Context: an optimization exercise on an open-source flow, tuned for small area, a short achievable clock period and few clock cycles. The choices shown serve that exercise and are no tape-out recipe.
Only simulation tests tie the RTL to the original design; equivalence was not proved.
Power and IR drop assume default switching activity.

**run.sh**
```bash
#!/bin/bash
# synth_recipe.tcl (not shown) runs the flow's synth.tcl, then flattens the netlist and writes it again
# the make line also repeats each setting of config.mk as NAME=value (left out here)
make -C /OpenROAD-flow-scripts/flow DESIGN_CONFIG=/design/flow/config.mk WORK_HOME=/design/flow/orfs CLKGATE_MAP_FILE= SYNTH_SCRIPT=/design/flow/synth_recipe.tcl finish
```
**config.mk**
```make
export PLATFORM = sky130hd
export DESIGN_NAME = circuit
export DESIGN_NICKNAME = circuit
export VERILOG_FILES = /design/flow/design.v
export SDC_FILE = /design/flow/constraint.sdc
export NUM_CORES = 4
export LEC_CHECK = 0
export CAP_MARGIN = 20
export CORE_MARGIN = 2
export CORE_UTILIZATION = 40
export PLACE_DENSITY = 0.6
export SLEW_MARGIN = 20
```
**constraint.sdc**
```tcl
create_clock -name core_clock -period 10.0 [get_ports {clk}]
set_input_delay 2.0000 -clock core_clock [delete_from_list [all_inputs] [get_ports {clk}]]
set_output_delay 2.0000 -clock core_clock [all_outputs]
set_load 0.01 [all_outputs]
```
**design.v**
```verilog
module circuit(input clk, nrst, in_valid, out_ack, start, input logic [7:0] in_data,
               output logic in_ack, out_valid, ready, output logic [7:0] out_data);
  localparam logic [3:0] C_END = 4'b0000, C_DOT = 4'b0001, C_COM = 4'b0010,
                         C_LB  = 4'b0100, C_RB  = 4'b0101,
                         C_INC = 4'b1000, C_DEC = 4'b1001,
                         C_RT  = 4'b1100, C_LT  = 4'b1101;
  localparam logic [2:0] S_READY = 3'd0, S_RUN = 3'd1, S_READ = 3'd2,
                         S_SKIPF = 3'd3, S_SKIPB = 3'd4, S_FIN = 3'd5;
  localparam int NSTK = 3;     
  localparam int NLST = 3;     
  localparam int NPAIR = 10;   
  logic [2:0] state;
  logic [7:0] pc, h, sp, depth;
  logic       lv;              
  logic [3:0] lcode;
  logic [7:0] laddr;
  logic [7:0] lsp;
  logic [NLST-1:0][7:0] lstk;
  logic [3:0] enc;
  always_comb begin
    case (in_data)
      8'h2b: enc = C_INC;
      8'h2d: enc = C_DEC;
      8'h3e: enc = C_RT;
      8'h3c: enc = C_LT;
      8'h2e: enc = C_DOT;
      8'h2c: enc = C_COM;
      8'h5b: enc = C_LB;
      8'h5d: enc = C_RB;
      default: enc = C_END;
    endcase
  end
  logic [3:0][63:0][3:0] pm;        
  logic [5:0] prow, prow1;
  logic [3:0][3:0] bo;              
  logic [3:0] w [0:3];              
  assign prow  = pc[7:2];
  assign prow1 = pc[7:2] + 6'd1;
  always_comb begin
    for (int b = 0; b < 4; b++)
      bo[b] = pm[b][(b < pc[1:0]) ? prow1 : prow];
    for (int j = 0; j < 4; j++)
      w[j] = bo[(pc[1:0] + j) & 2'd3];
  end
  always_ff @(posedge clk)
    for (int b = 0; b < 4; b++)
      for (int r = 0; r < 64; r++)
        if (lv && laddr == {r[5:0], b[1:0]}) pm[b][r] <= lcode;
  logic [NPAIR-1:0]      pv;
  logic [NPAIR-1:0][7:0] pkey, ptgt;
  logic       phit;
  logic [7:0] ptarget;
  always_comb begin
    phit = 1'b0;
    ptarget = 8'd0;
    for (int i = 0; i < NPAIR; i++)
      if (pv[i] && pkey[i] == pc) begin
        phit = 1'b1;
        ptarget = ptarget | ptgt[i];
      end
  end
  logic [255:0][7:0] tape;
  logic [7:0] cur;
  logic       tclr, twe;
  logic [7:0] tdata, wdata;
  assign cur  = tape[h];
  assign tclr  = state == S_READY;
  assign twe   = state == S_RUN || state == S_READ;
  assign wdata = tclr ? 8'd0 : tdata;
  always_ff @(posedge clk)
    for (int r = 0; r < 256; r++)
      if (tclr || (twe && h == r[7:0])) tape[r] <= wdata;
  logic [3:0] isA, isM, A, M;
  logic [2:0] n;
  logic [3:0] sd, sk;         
  logic [3:0] op;             
  logic       anyM, full;
  logic [7:0] cellp;
  logic       zero;
  always_comb begin
    for (int j = 0; j < 4; j++) begin
      isA[j] = w[j][3:2] == 2'b10;
      isM[j] = w[j][3:2] == 2'b11;
    end
    A[0] = isA[0];
    M[0] = isM[0];
    for (int j = 1; j < 4; j++) begin
      A[j] = A[j-1] & isA[j];
      M[j] = isM[j] & (A[j-1] | M[j-1]);
    end
    sd = 4'd0;
    sk = 4'd0;
    for (int j = 0; j < 4; j++) begin
      if (A[j]) sd = sd + (w[j][0] ? 4'hf : 4'h1);
      if (M[j]) sk = sk + (w[j][0] ? 4'hf : 4'h1);
    end
    n = 3'd0;
    for (int j = 0; j < 4; j++)
      if (A[j] | M[j]) n = n + 3'd1;
    anyM = |M;
    full = n[2];
    op = w[n[1:0]];
    cellp = cur + {{4{sd[3]}}, sd};
    zero = cellp == 8'd0;
  end
  logic stk_ok;
  logic [NSTK-1:0][7:0] stk;
  assign stk_ok = sp != 8'd0 && sp <= NSTK;
  logic [2:0] state_n;
  logic [7:0] pc_n, h_n, sp_n, depth_n;
  logic       push, pop, dot, done;
  always_comb begin
    state_n = state;
    pc_n = pc;
    h_n = h;
    sp_n = sp;
    depth_n = depth;
    push = 1'b0;
    pop = 1'b0;
    dot = 1'b0;
    done = 1'b0;
    tdata = cellp;
    case (state)
      S_READY: if (start) begin
        state_n = S_RUN;
        pc_n = 8'd0;
        h_n = 8'd0;
        sp_n = 8'd0;
      end
      S_RUN: begin
        h_n = h + {{4{sk[3]}}, sk};
        if (full) pc_n = pc + 8'd4;
        else if (op == C_COM) begin
          pc_n = pc + n;
          state_n = S_READ;
        end else if (anyM) pc_n = pc + n;
        else case (op)
          C_DOT: if (!out_valid) begin
            pc_n = pc + n + 8'd1;
            dot = 1'b1;
          end else pc_n = pc + n;
          C_RB: if (!zero) begin
            if (stk_ok) pc_n = stk[0];
            else begin
              pc_n = pc + n;
              depth_n = 8'd0;
              state_n = S_SKIPB;
            end
          end else begin
            pc_n = pc + n + 8'd1;
            pop = 1'b1;
          end
          C_LB: if (!zero) begin
            pc_n = pc + n + 8'd1;
            push = 1'b1;
          end else if (n != 3'd0) pc_n = pc + n;
          else if (phit) pc_n = ptarget;
          else begin
            depth_n = 8'd0;
            state_n = S_SKIPF;
          end
          default: begin
            pc_n = pc + n;
            done = 1'b1;
            state_n = S_FIN;
          end
        endcase
      end
      S_READ: begin
        tdata = in_valid ? in_data : cur;
        if (in_valid) begin
          pc_n = pc + 8'd1;
          state_n = S_RUN;
        end
      end
      S_SKIPF: begin
        pc_n = pc + 8'd1;
        if (w[0] == C_LB) depth_n = depth + 8'd1;
        else if (w[0] == C_RB) begin
          depth_n = depth - 8'd1;
          if (depth == 8'd1) state_n = S_RUN;
        end
      end
      S_SKIPB: begin
        pc_n = pc - 8'd1;
        if (w[0] == C_RB) depth_n = depth + 8'd1;
        else if (w[0] == C_LB) begin
          depth_n = depth - 8'd1;
          if (depth == 8'd1) begin
            pc_n = pc + 8'd1;
            state_n = S_RUN;
          end
        end
      end
      default: ;   
    endcase
    if (push) sp_n = sp + 8'd1;
    if (pop) sp_n = sp - 8'd1;
    if (state_n == S_FIN && (!out_valid || out_ack)) state_n = S_READY;
  end
  always_ff @(posedge clk or negedge nrst)
    if (!nrst) begin
      state <= S_READY;
      ready <= 1'b1;
      in_ack <= 1'b1;
      out_valid <= 1'b0;
      pc <= 8'd0;
      h <= 8'd0;
      sp <= 8'd0;
      depth <= 8'd0;
      lv <= 1'b0;
      laddr <= 8'd0;
      lsp <= 8'd0;
      pv <= '0;
    end else begin
      state <= state_n;
      ready <= state_n == S_READY;
      in_ack <= state_n == S_READY || state_n == S_READ;
      out_valid <= (out_valid && !out_ack) || dot;
      pc <= pc_n;
      h <= h_n;
      sp <= sp_n;
      depth <= depth_n;
      lv <= state == S_READY && !start && in_valid;
      if (state == S_READY && start) begin
        laddr <= 8'd0;
        lsp <= 8'd0;
      end else if (lv) begin
        laddr <= laddr + 8'd1;
        if (lcode == C_LB) lsp <= lsp + 8'd1;
        else if (lcode == C_RB) lsp <= lsp - 8'd1;
      end
      if (lv && laddr == 8'd0) pv <= '0;
      else if (lv && lcode == C_RB && lsp != 8'd0 && lsp <= NLST)
        pv <= {pv[NPAIR-2:0], 1'b1};
    end
  always_ff @(posedge clk) begin
    if (state == S_READY && !start && in_valid) lcode <= enc;
    if (dot) out_data <= cellp;
    if (push && sp < NSTK) begin
      stk[0] <= pc_n;
      for (int i = 1; i < NSTK; i++) stk[i] <= stk[i-1];
    end else if (pop && sp <= NSTK)
      for (int i = 0; i < NSTK - 1; i++) stk[i] <= stk[i+1];
    if (lv && lcode == C_LB && lsp < NLST) begin
      lstk[0] <= laddr;
      for (int i = 1; i < NLST; i++) lstk[i] <= lstk[i-1];
    end else if (lv && lcode == C_RB && lsp != 8'd0 && lsp <= NLST)
      for (int i = 0; i < NLST - 1; i++) lstk[i] <= lstk[i+1];
    if (lv && lcode == C_RB && lsp != 8'd0 && lsp <= NLST) begin
      pkey[0] <= lstk[0];
      ptgt[0] <= laddr + 8'd1;
      for (int i = 1; i < NPAIR; i++) begin
        pkey[i] <= pkey[i-1];
        ptgt[i] <= ptgt[i-1];
      end
    end
  end
endmodule
```
==> run notes <==
-- synthesized netlist by cell type (all sizes together) (13+ instances only) --
master	instances
o221ai	24
nand3	103
a22oi	76
a211oi	39
a31oi	18
xnor2	91
a22o	26
xor2	72
nor2	450
and4	14
nand2b	31
o31ai	17
nor4	38
a21o	18
a2111oi	24
o21ai	363
a221oi	32
clkbuf	267
nor2b	51
and2	27
or3	18
nand4	33
o2111ai	17
nor3	89
o22ai	81
o211ai	24
or2	13
mux2	63
buf	237
dfrtp	63
mux2i	300
edfxtp	3292
nand2	256
and3	25
mux4	919
ha	53
a21oi	114
inv	79
a32oi	18
-- worst min path at each step --
stage	from	to	slack (ps)	cells after the start
after floorplan	lstk[10]$_DFFE_PP_	lstk[18]$_DFFE_PP_	420	0
after global placement	ptgt[59]$_DFFE_PP_	ptgt[67]$_DFFE_PP_	430	0
after detailed placement	ptgt[64]$_DFFE_PP_	ptgt[72]$_DFFE_PP_	430	0
after CTS	ptgt[64]$_DFFE_PP_	ptgt[72]$_DFFE_PP_	430	0
after global routing	ptgt[0]$_DFFE_PP_	ptgt[8]$_DFFE_PP_	450	0
final	ptgt[64]$_DFFE_PP_	ptgt[72]$_DFFE_PP_	440	0
-- area by class of cell --
class	instances	area [sq um]	share of cell area, %
tap	4751	5940	3.65
antenna	7	17.5	0.0108
clock inverter	172	1630	1.00
sequential	3357	101000	61.8
clock buffer	465	9460	5.81
timing repair buffer	569	5240	3.22
multi-input combinational	3712	39600	24.3
inverter	83	332	0.204
-- per-stage QoR --
stage / cells / power (W) / worst slack [ps] / setup TNS, ps / area, sq um
6_report: 13100 / 0.0280 / 473 / 0 / 163000
5_1_grt: 13100 / 0.0287 / -4.61 / -4.61 / 163000
4_1_cts: 13100 / 0.0282 / 11.0 / 0 / 162000
3_5_place_dp: 12400 / 0.0156 / 67.5 / 0 / 151000
3_3_place_gp: 12400 / 0.0156 / -0.878 / -0.878 / 151000
2_1_floorplan: 7656 / 0.0156 / -2330 / -3174030 / 143000
-- layer usage --
| layer | vias up | wire [um] | track usage [%] |
|---|---|---|---|
| li1 | 32400 | - | - |
| met2 | 3636 | 182000 | 32.9 |
| met4 | 4 | 12000 | 6.12 |
| met5 | - | 27 | 0 |
| met3 | 620 | 30600 | 3.39 |
| met1 | 41600 | 159000 | 29.4 |
-- sequential cells by signal, summed over array words and instances (netlist names), 3 cells and up --
name and count:
depth 8, pc 8, lsp 8, pv 10, pkey 80, laddr 8, lcode 4, pm 1024
lstk 24, ptgt 80, sp 8, stk 24, out_data 8, state 3, h 8, tape 2048
-- power by group through the flow --
stage               Sequential, W  Combinational (W)  Clock, W
floorplan                  0.0155          0.0000411         0
global placement           0.0155          0.0000797         0
detailed placement         0.0155          0.0000802         0
CTS                        0.0152          0.0000807    0.0129
global route               0.0152          0.0000875    0.0134
finish                     0.0152          0.0000827    0.0127
-- logic make-up (layout without fill, tap and decap cells) --
group                      count (synthesis)  in the layout
AOI/OAI and AO/OA                       1004           1004
xor gates and xnor gates                 165            165
adders and majority gates                 63             63
buffers and inverters                    587           1289
DFF                                     3357           3357
muxes                                   1282           1282
other                                      0              7
and+or+nand+nor                         1198           1198
-- worst reg2reg max path: cells and delay by family (launching register included) --
kind            cells  cell delay, ps
compound gates     15            3020
mux                 3             960
flops               1             500
xor+xnor            4             750
simple gates        6            1840
fa+ha+maj           5            1570
buf+inv             4             690
-- what timing repair did --
action	4_1_cts	5_1_grt
setup buffers	0	18
resized for setup	0	38
hold buffers	0	0
endpoints found under the setup margin	0	212
endpoints found under the hold margin	0	0
==> flow_metrics.env <==
export IMPL_p_int_w=0.0224
export IMPL_synthMuxAreaShare_pct=17.2
export IMPL_synth_largest_area_cell="edfxtp_1"
export IMPL_ys_async_sr_fraction_pct=1.94
export IMPL_hold_viol=0
export IMPL_grt_max_degree=185
export IMPL_combPwrFrac_pct=0.3
export IMPL_worst_slew_pin_transition_ps=1200
export IMPL_hold_path_class="reg2reg"
export IMPL_grt_pass1_vias=78100
export IMPL_cp_top_family="compound AO/OA/AOI/OAI gates"
export IMPL_ios=24
export IMPL_seq_power_share_pct=54.4
export IMPL_dr_pass1_iters=6
export IMPL_clk_pin_slew_worst_paths_ps=60
export IMPL_crit_end="pc[3]$_DFF_PN0_"
export IMPL_r2r_start="pc[2]$_DFF_PN0_"
export IMPL_whs_ps=437
export IMPL_ant_nets=0
export IMPL_synth_simple_area_share_pct=4.00
export IMPL_cpMaxStageDelayCell="or4_1"
export IMPL_layout_commonest_cell="edfxtp_1"
export IMPL_post_synth_num_cell_types=111
export IMPL_grt_overflow=0
export IMPL_fin_skew_ps=114
export IMPL_r2r_setup_slack_ps=470
export IMPL_route_detailed_drc=0
export IMPL_startpoint_type="flop"
export IMPL_io_buffers=23
export IMPL_cts_buffers_inserted=351
export IMPL_maxCapViolations=0
export IMPL_drt_total_wl_mm=384
export IMPL_worst_setup_path_type="reg2reg"
export IMPL_synth_cells=7656
export IMPL_cp_num_buf_inv=4
export IMPL_end_kind="flop"
export IMPL_synth_top_area_share_pct=69.5
export IMPL_place_gp_congestion=0.901
export IMPL_first_iter_violations=9945
export IMPL_max_slew_margin_pct=19.7
export IMPL_grt_usage_pct=20.7
export IMPL_drv_slew=0
export IMPL_synthAdderAreaFrac_pct=0.607
export IMPL_cp_num_cells=37
export IMPL_cts_tree="yes"
export IMPL_yosysWarnings=2
export IMPL_critPathMaxStageDelay_ps=570
export IMPL_die_area_sq_um=361000
export IMPL_worstPathMaxFanout=8
export IMPL_num_vias=78300
export IMPL_drive_above_1_share_pct=25.7
export IMPL_dp_hpwl_mm=245
export IMPL_r2r_end="pc[3]$_DFF_PN0_"
export IMPL_die_h_um=600
export IMPL_insertion_delay_ps=970
export IMPL_finalCritPeriodShare_pct=95.3
export IMPL_placementRows=219
export IMPL_area_growth_pct=14.4
export IMPL_utilization_pct=45.9
export IMPL_avgSynthCellArea_sq_um=18.6
export IMPL_synth_top_family_by_area="multiplexers"
export IMPL_nFillCells=29700
export IMPL_antenna_found_initial=29
export IMPL_grt_first_pass_wirelength_mm=555
export IMPL_status="timing/DRC/antenna clean"
export IMPL_switching_share_pct=19.9
export IMPL_layout_nets=8150
export IMPL_arrival_ps=10250
export IMPL_coreArea_sq_um=355000
export IMPL_mostFrequentLayoutCells="edfxtp_1, mux4_2, buf_4"
export IMPL_cp_required_ps=10730
export IMPL_ys_seq_elements=3357
export IMPL_setup_viol=0
export IMPL_r2r_cells=37
export IMPL_ys_top_cells_by_area="edfxtp_1, mux4_2, mux2i_1, o21ai_0, nor2_1"
export IMPL_power_leakage_nw=52.4
export IMPL_crit_path_start="pc[2]$_DFF_PN0_"
export IMPL_postSynthNetCount=7732
export IMPL_cts_root_buf="clkbuf_16"
export IMPL_period_needed_ps=9530
export IMPL_routedWlPerCell_um=29.2
export IMPL_synth_flop_cell="edfxtp_1"
export IMPL_synth_compound_area_share_pct=4.69
export IMPL_power_density_nw_per_um2=172
export IMPL_ys_seq_area_share_pct=70.6
export IMPL_synth_area_sq_um=142000
export IMPL_die_w_um=600
export IMPL_netSwitchingPower_w=0.00556
export IMPL_clock_fmax_mhz=105
export IMPL_htreeDepth=5
export IMPL_vias_per_cell=5.97
export IMPL_synth_enable_flop_cells=3292
export IMPL_p_clk_share_pct=45.3
export IMPL_start_util_pct=40.1
export IMPL_clock_sinks=3357
export IMPL_cts_buffer_depth=4
export IMPL_synth_xor_area_share_pct=1.06
export IMPL_ir_worst_vdd_mv=0.178
Testbench counts, summed over its fixed seeds: cycles 225,248.

-- separate check: timing with driven ports --
The flow's constraints put no driver on any port. The routed layout listed below was extracted and timed again, unchanged, in two steps.
Step 1 (the two cells are an assumption about what drives the block):
set clk [get_ports {clk}]
set_driving_cell -lib_cell sky130_fd_sc_hd__clkbuf_16 $clk
set_driving_cell -lib_cell sky130_fd_sc_hd__buf_2 [delete_from_list [all_inputs] $clk]
Step 2, shift: input delay + t, output delay - t, t = (earliest + latest rising clock arrival at the registers) / 2. This alone moves slack from input paths to output paths.
Three values: ideal ports, drivers, drivers and shift; two values: the first two.
shift t [ns]: 1.014
slack for setup (ns): 0.473 / 0.473 / 0.473
worst hold slack (ns): 0.437 / 0.437 / 0.437
clock arrival spread, ns: 0.115 / 0.114
worst slew at a driven data input, ns: 0.19
After both steps this run still meets setup and hold. For this run, drivers alone change the setup slack by 0.000 ns; drivers and shift together by 0.000 ns.
